What follows belongs to an exercise in optimizing a design on an open flow for small area and a short achievable clock period; a production flow would make more cautious choices.
In this exercise RTL edits were held to simulation tests only and were not proved equivalent to the original.
Power figures rest on the tool's default switching activity, not on a simulated workload.

==> flow/design.v <==
`timescale 1ns / 1ps
module System(RESET, CLK, ENCRYPTED, PASSWD_INIT, FLAG, FOUND, TXD);
	input RESET;
	input CLK;
	input [0:39] ENCRYPTED;
	input [0:39] PASSWD_INIT;
	output FLAG;
	output FOUND;
	output TXD;
	function [7:0] add8;
		input [7:0] x, y;
		input ci;
		integer k;
		reg c;
		begin
			c = ci;
			for (k = 0; k < 8; k = k + 1) begin
				add8[k] = x[k] ^ y[k] ^ c;
				c = (x[k] & y[k]) | (c & (x[k] ^ y[k]));
			end
		end
	endfunction
	function eqsum8;
		input [7:0] x, y, z;
		reg [7:0] k;
		begin
			k = (x & y) | ((x ^ y) & ~z);
			eqsum8 = (x ^ y ^ z) == {k[6:0], 1'b0};
		end
	endfunction
	function eqsum3;
		input [7:0] x, y, c, z;
		reg [7:0] s, k;
		begin
			s = x ^ y ^ c;
			k = (x & y) | (x & c) | (y & c);
			eqsum3 = eqsum8(s, {k[6:0], 1'b0}, z);
		end
	endfunction
	function [6:0] inc7;
		input [6:0] x;
		input c;
		integer k;
		reg t;
		begin
			t = c;
			for (k = 0; k < 7; k = k + 1) begin
				inc7[k] = x[k] ^ t;
				t = t & x[k];
			end
		end
	endfunction
	wire [6:0] e0 = ENCRYPTED[1:7];
	wire [6:0] e1 = ENCRYPTED[9:15];
	wire [6:0] e2 = ENCRYPTED[17:23];
	wire [6:0] e3 = ENCRYPTED[25:31];
	wire [6:0] e4 = ENCRYPTED[33:39];
	wire [6:0] I0 = PASSWD_INIT[1:7];
	wire [6:0] I1 = PASSWD_INIT[9:15];
	wire [6:0] I2 = PASSWD_INIT[17:23];
	wire [6:0] I3 = PASSWD_INIT[25:31];
	wire [6:0] I4 = PASSWD_INIT[33:39];
	reg rst_q;
	always @(posedge CLK) rst_q <= RESET;
	reg [6:0] p0, p1, p2, p3, p4;
	reg fv, f1, f02, f34;
	wire found = fv & f1 & f02 & f34;
	wire w4 = p4 == 7'd94;
	wire w3 = p3 == 7'd94;
	wire w2 = p2 == 7'd94;
	wire w1 = p1 == 7'd94;
	wire top = w4 & w3 & w2 & w1 & (p0 == 7'd94);
	wire stop = found | top;
	wire c4 = !stop;
	wire c3 = c4 & w4;
	wire c2 = c3 & w3;
	wire c1 = c2 & w2;
	wire c0 = c1 & w1;
	wire [6:0] i4 = (c3) ? 7'd0 : inc7(p4, c4);
	wire [6:0] i3 = (c2) ? 7'd0 : inc7(p3, c3);
	wire [6:0] i2 = (c1) ? 7'd0 : inc7(p2, c2);
	wire [6:0] i1 = (c0) ? 7'd0 : inc7(p1, c1);
	wire [6:0] i0 = inc7(p0, c0);
	function eqk9;
		input [8:0] x, y, kc;
		reg [8:0] c;
		begin
			c = (x & y) | ((x | y) & ~kc);
			eqk9 = (x ^ y ^ kc) == {c[7:0], 1'b0};
		end
	endfunction
	wire v = (eqsum8({1'b0, e2}, 8'd2, {1'b0, e0}) | eqsum8({1'b0, e2}, 8'd163, {1'b0, e0})) &
	         (eqsum8({1'b0, e4}, 8'd1, {1'b0, e3}) | eqsum8({1'b0, e4}, 8'd162, {1'b0, e3}));
	wire ptop = (e0 == 7'd0) & (e1 == 7'd94) & (e2 == 7'd93) & (e3 == 7'd2) & (e4 == 7'd1);
	wire [6:0] h1a = {1'b0, e1[6:1]};
	wire [6:0] h1b = {1'b0, e1[6:1]} + 7'd47;
	wire [6:0] n0 = RESET ? I0 : i0;
	wire [6:0] n1 = RESET ? I1 : i1;
	wire [6:0] n2 = RESET ? I2 : i2;
	wire [6:0] n3 = RESET ? I3 : i3;
	wire [6:0] n4 = RESET ? I4 : i4;
	wire [6:0] ne2 = ~e2;
	wire [6:0] a02 = n0 ^ n2 ^ ne2;
	wire [6:0] b02 = (n0 & n2) | (n0 & ne2) | (n2 & ne2);
	wire q02 = eqk9({2'b0, a02}, {1'b0, b02, 1'b0}, 9'd127) | eqk9({2'b0, a02}, {1'b0, b02, 1'b0}, 9'd222);
	wire [6:0] ne4 = ~e4;
	wire [6:0] a34 = n3 ^ n4 ^ ne4;
	wire [6:0] b34 = (n3 & n4) | (n3 & ne4) | (n4 & ne4);
	wire q34 = eqk9({2'b0, a34}, {1'b0, b34, 1'b0}, 9'd124) | eqk9({2'b0, a34}, {1'b0, b34, 1'b0}, 9'd219) |
	           eqk9({2'b0, a34}, {1'b0, b34, 1'b0}, 9'd314);
	wire q1 = e1[0] ? (n1 == h1a) : (n1 == h1b);
	wire topN = (n0 == 7'd94) & (n1 == 7'd94) & (n2 == 7'd94) & (n3 == 7'd94) & (n4 == 7'd94);
	reg [14:0] hx;
	reg hb15;
	wire hz = hx[13:0] == 14'd0;
	reg fl;
	always @(posedge CLK) begin
		p0 <= n0; p1 <= n1; p2 <= n2; p3 <= n3; p4 <= n4;
		fv <= v;
		f1 <= q1;
		f02 <= q02;
		f34 <= q34;
		hx <= rst_q ? 15'd4 : {hx[13:0], hx[14] ^ hx[13] ^ hz};
		hb15 <= rst_q ? 1'b0 : hb15 ^ (hz & !hx[14]);
		fl <= (topN & !ptop) | (hb15 & !rst_q & !RESET);
	end
	assign FOUND = found;
	assign FLAG = fl;
	reg [8:0] ph;
	reg [3:0] j;
	reg [2:0] b;
	reg txd;
	wire [8:0] phe = rst_q ? 9'd0 : ph;
	wire slot_end = ph == 9'd431;
	wire done = b == 3'd6;
	always @(posedge CLK) begin
		ph <= (stop && phe != 9'd431) ? {phe[8:1] ^ {(&phe[7:0]), (&phe[6:0]), (&phe[5:0]), (&phe[4:0]), (&phe[3:0]), (&phe[2:0]), (&phe[1:0]), phe[0]}, ~phe[0]} : 9'd0;
		if (rst_q) begin
			j <= 4'd6;
			b <= 3'd0;
		end else if (stop && slot_end) begin
			j <= (j == 4'd0) ? 4'd6 : {j[3] ^ (&j[2:0]), j[2] ^ (&j[1:0]), j[1] ^ j[0], ~j[0]};
			if (j == 4'd0 && !done) b <= {b[2] ^ (&b[1:0]), b[1] ^ b[0], ~b[0]};
		end
	end
	reg dbit;
	always @(*) begin
		case (b)
			3'd1: dbit = j[2:0] == 3'd7 ? 1'b0 : p0[j[2:0]];
			3'd2: dbit = j[2:0] == 3'd7 ? 1'b0 : p1[j[2:0]];
			3'd3: dbit = j[2:0] == 3'd7 ? 1'b0 : p2[j[2:0]];
			3'd4: dbit = j[2:0] == 3'd7 ? 1'b0 : p3[j[2:0]];
			3'd5: dbit = j[2:0] == 3'd7 ? 1'b0 : p4[j[2:0]];
			default: dbit = 1'b1;
		endcase
	end
	wire low = !done & ((j == 4'd7) | (j[3] & !dbit));
	always @(posedge CLK) txd <= RESET | rst_q | !low;
	assign TXD = txd;
endmodule
Settings: LEC_CHECK=0, CAP_MARGIN=20, CORE_MARGIN=2, CORE_UTILIZATION=65, SLEW_MARGIN=20; clock period 17.0 ns.
standard.sh (not shown) runs the stock make flow with config.mk's settings and CLKGATE_MAP_FILE= SYNTH_SCRIPT=/design/flow/synth_recipe.tcl, a recipe that flattens the netlist after the stock synthesis.
==> flow/flow/run.sh <==
#!/bin/bash
export BUFFER_PORTS_ARGS="-buffer_cell sky130_fd_sc_hd__buf_2"
bash standard.sh SETUP_SLACK_MARGIN=12.3 finish > standard.log 2>&1
The starting point went through all stages and came out clean.
Edit:
==> flow/flow/run.sh (replaced) <==
#!/bin/bash
export BUFFER_PORTS_ARGS="-buffer_cell sky130_fd_sc_hd__buf_2"
bash standard.sh SETUP_SLACK_MARGIN=12.8 finish > standard.log 2>&1
CORE_UTILIZATION = 40   (was 65)
The changed run finished clean.
Register-to-register slack gains 90 ps.
Sequential power hardly moves.
Power rose by a little under a tenth.
Final area came out higher by a few percent.
First-iteration DRC count goes down by about a fifth.
Routed wire length went up by a few percent.
Edit:
==> flow/flow/run.sh (replaced) <==
#!/bin/bash
export BUFFER_PORTS_ARGS="-buffer_cell sky130_fd_sc_hd__buf_2"
bash standard.sh SETUP_SLACK_MARGIN=11.6 finish > standard.log 2>&1
After rerunning: Clock skew hardly moves. Final cell count came out lower slightly. Utilization came out lower by 2.1 points. Via count stays flat.
Edit:
==> flow/flow/run.sh (replaced) <==
#!/bin/bash
export BUFFER_PORTS_ARGS="-buffer_cell sky130_fd_sc_hd__buf_2"
bash standard.sh > standard.log 2>&1
After rerunning: Total power shrinks by 5.5%. Maximum frequency came out lower by 16%. Final cell count decreases by 1.2%. First-iteration DRC count shrinks by 38%. Routed wire length is lower by 9.9%. Setup slack gets worse by 1100 ps. Design area fell by 5.3%. Clock skew hardly moves. Via count went down by 3.5%. Worst hold slack is worse by 12 ps.
Edit:
==> flow/flow/run.sh (replaced) <==
#!/bin/bash
export BUFFER_PORTS_ARGS="-buffer_cell sky130_fd_sc_hd__buf_2"
bash standard.sh SETUP_SLACK_MARGIN=12.3 finish > standard.log 2>&1
Result:
- sequential cell count does not change
- combinational power climbs by 32%
- critical path depth is unchanged
- core utilization is higher by 4.9 points
- power increases by about 7%
- clock power shrinks by about 2%
- cell area rises by 11%

==> static timing again, ports no longer ideal <==
Ports are ideal in the flow. The routed layouts listed here were re-timed in OpenROAD. Step 1 assumes that a clkbuf_16 drives the clock port and a buf_2 every other input. Step 2 times the ports against the registers' clock, not the clock port: input delays grow and output delays shrink by t, the midpoint of the rising clock arrivals with the driver on. Three values: ideal ports, drivers, drivers and shift; two values: the first two.
| run | shift t [ns] | slack for setup (ns) | hold slack, ns | worst setup path after step 2 | clock arrival spread, ns |
|---|---|---|---|---|---|
| the first run | 0.403 | 11.702 / 11.696 / 11.293 | 0.462 / 0.462 / 0.462 | input to register | 0.012 / 0.013 |
| the second run | 0.383 | 11.781 / 11.759 / 11.376 | 0.449 / 0.449 / 0.449 | input to register | 0.007 / 0.008 |
| the third run | 0.369 | 11.628 / 11.616 / 11.246 | 0.456 / 0.456 / 0.456 | input to register | 0.007 / 0.007 |
| the fourth run | 0.374 | 10.576 / 10.590 / 10.216 | 0.443 / 0.443 / 0.443 | input to register | 0.010 / 0.010 |
| the fifth run | 0.376 | 11.811 / 11.803 / 11.428 | 0.458 / 0.458 / 0.458 | input to register | 0.011 / 0.011 |
After both steps every run listed still meets setup and hold. The setup slack of the first run, which loses most, moves by -0.006 ns with the drivers and by -0.409 ns with both steps.
